From an optimization exercise on the open Yosys and OpenROAD flow, aimed at small area and a short achievable clock period; shortcuts taken in it are not production practice.
In this exercise RTL edits were held to simulation tests only and were not proved equivalent to the original.
Power and IR drop assume default switching activity.

==> run Y: inputs <==
==> flow/design.v <==
module ALU(A, asel, Bin, ALUop, out, Z);
  input [15:0] A, Bin;
  input asel;
  input [1:0] ALUop;
  output [15:0] out;
  output Z;
  wire op_and = ALUop[1] & ~ALUop[0];
  wire cin = ~ALUop[1] & ALUop[0];
  wire [15:0] a = A & {16{~asel & ~(ALUop[1] & ALUop[0])}};
  wire [15:0] x = Bin ^ {16{ALUop[0]}};
  wire [15:0] p = a ^ x;
  wire [15:0] g = a & x;
  reg [15:0] G, P;
  integer i, l;
  always @(*) begin
    G = g;
    P = p;
    G[0] = g[0] | (p[0] & cin);
    for (l = 0; l < 4; l = l + 1)
      for (i = 0; i < 16; i = i + 1)
        if (i & (1 << l)) begin
          G[i] = G[i] | (P[i] & G[((i >> l) << l) - 1]);
          P[i] = P[i] & P[((i >> l) << l) - 1];
        end
  end
  wire [15:0] sum = p ^ {G[14:0], cin};
  assign out = op_and ? g : sum;
  wire [15:0] k = a | x;
  wire z_add = &(p ~^ {k[14:0], cin});
  assign Z = op_and ? ~|g : z_add;
endmodule
module shifter(in, shift, sout);
  input [15:0] in;
  input [1:0] shift;
  output reg [15:0] sout;
  always @(*) begin
    case (shift)
      2'b00: sout = in;
      2'b01: sout = {in[14:0], 1'b0};
      2'b10: sout = {1'b0, in[15:1]};
      default: sout = {in[15], in[15:1]};
    endcase
  end
endmodule
module regfile(clk, write, writenum, data_in, readnum, data_out);
  input clk, write;
  input [2:0] writenum, readnum;
  input [15:0] data_in;
  output reg [15:0] data_out;
  reg [15:0] R0, R1, R2, R3, R4, R5, R6, R7;
  always @(posedge clk) begin
    if (write && writenum == 3'd0) R0 <= data_in;
    if (write && writenum == 3'd1) R1 <= data_in;
    if (write && writenum == 3'd2) R2 <= data_in;
    if (write && writenum == 3'd3) R3 <= data_in;
    if (write && writenum == 3'd4) R4 <= data_in;
    if (write && writenum == 3'd5) R5 <= data_in;
    if (write && writenum == 3'd6) R6 <= data_in;
    if (write && writenum == 3'd7) R7 <= data_in;
  end
  always @(*) begin
    case (readnum)
      3'd0: data_out = R0;
      3'd1: data_out = R1;
      3'd2: data_out = R2;
      3'd3: data_out = R3;
      3'd4: data_out = R4;
      3'd5: data_out = R5;
      3'd6: data_out = R6;
      default: data_out = R7;
    endcase
  end
endmodule
module datapath (clk,
                 readnum, vsel, loada, loadb,
                 shift, asel, bsel, ALUop, loadc, loads,
                 writenum, write, datapath_in,
                 Z_out, datapath_out);
  input [15:0] datapath_in;
  output [15:0] datapath_out;
  input write, vsel, loada, loadb, asel, bsel, loadc, loads, clk;
  input [2:0] readnum, writenum;
  input [1:0] shift, ALUop;
  output Z_out;
  reg [15:0] A, B, C;
  reg Z;
  wire [15:0] rdata, sout, Bin, out;
  wire zero;
  regfile REGFILE(.clk(clk), .write(write), .writenum(writenum),
                  .data_in(vsel ? datapath_in : C),
                  .readnum(readnum), .data_out(rdata));
  shifter U1(.in(B), .shift(shift), .sout(sout));
  assign Bin = bsel ? {11'b0, datapath_in[4:0]} : sout;
  ALU U2(.A(A), .asel(asel), .Bin(Bin), .ALUop(ALUop), .out(out), .Z(zero));
  always @(posedge clk) begin
    if (loada) A <= rdata;
    if (loadb) B <= rdata;
    if (loadc) C <= out;
    if (loads) Z <= zero;
  end
  assign datapath_out = C;
  assign Z_out = Z;
endmodule
==> flow/run.sh <==
#!/bin/bash
# synth_recipe.tcl (not shown) runs the flow's synth.tcl, then flattens the netlist and writes it again
# the make line also repeats each setting of config.mk as NAME=value (left out here)
make -C /OpenROAD-flow-scripts/flow DESIGN_CONFIG=/design/flow/config.mk WORK_HOME=/design/flow/orfs CLKGATE_MAP_FILE= SYNTH_SCRIPT=/design/flow/synth_recipe.tcl finish
==> flow/config.mk <==
export PLATFORM = sky130hd
export DESIGN_NAME = datapath
export DESIGN_NICKNAME = datapath
export VERILOG_FILES = /design/flow/design.v
export SDC_FILE = /design/flow/constraint.sdc
export NUM_CORES = 4
export LEC_CHECK = 0
export CAP_MARGIN = 20
export CORE_MARGIN = 2
export CORE_UTILIZATION = 40
export SLEW_MARGIN = 20
==> flow/constraint.sdc <==
create_clock -name core_clock -period 6.0 [get_ports {clk}]
set_input_delay 1.2000 -clock core_clock [delete_from_list [all_inputs] [get_ports {clk}]]
set_output_delay 1.2000 -clock core_clock [all_outputs]
set_load 0.01 [all_outputs]
==> inputs of run H, as changes to run Y <==
Settings changed: ABC_AREA set to 1, SETUP_SLACK_MARGIN set to 2.0.
==> inputs of run Z, as changes to run Y <==
Settings changed: ABC_AREA set to 1.
==> summary of the runs <==
Run Y went through all stages and came out clean. Run Z produced a clean layout. Run H ran to the end with no violations. Clock-buffer cell count is the same in run Y and run H. Between run Z and run Y, the lower final cell count is in run Y (gap 17%, measured against run Y). Worst hold slack: run H < run Z < run Y. Of run H and run Y, run H has the higher die area (gap 1.4%, measured against run Y). Sequential share of layout area, lowest first: run H, run Z, run Y. Clock power, lowest first: run H, run Y, run Z. Non-clock buffer count: run Z is lower than run H (14). The lowest clock skew belongs to run H, the highest to run Y. Utilization: run Y < run Z < run H.

re-timing with driven ports:
No port has a modelled driver above. Below, the same layouts with a new extraction and two added sets of constraints.
Step 1 sets driving cells, clkbuf_16 on the clock port and buf_2 on the other inputs (assumed; they add their load-dependent delay and slew).
Step 2, shift: input delay + t, output delay - t, t = (earliest + latest rising clock arrival at the registers) / 2. This alone moves slack from input paths to output paths.
Three values: no drivers, after step 1, after step 2; two values: the first two.
run	t, ns	slack for setup (ns)	cell pins on the clock port's net
run Y	0.466	1.240 / 1.249 / 0.784	1
run H	0.469	2.103 / 2.126 / 1.657	1
run Z	0.474	1.461 / 1.483 / 1.009	1
After both steps setup and hold are still met in every run listed. The setup slack of run Y, which loses most, moves by +0.009 ns with the drivers and by -0.456 ns with both steps.
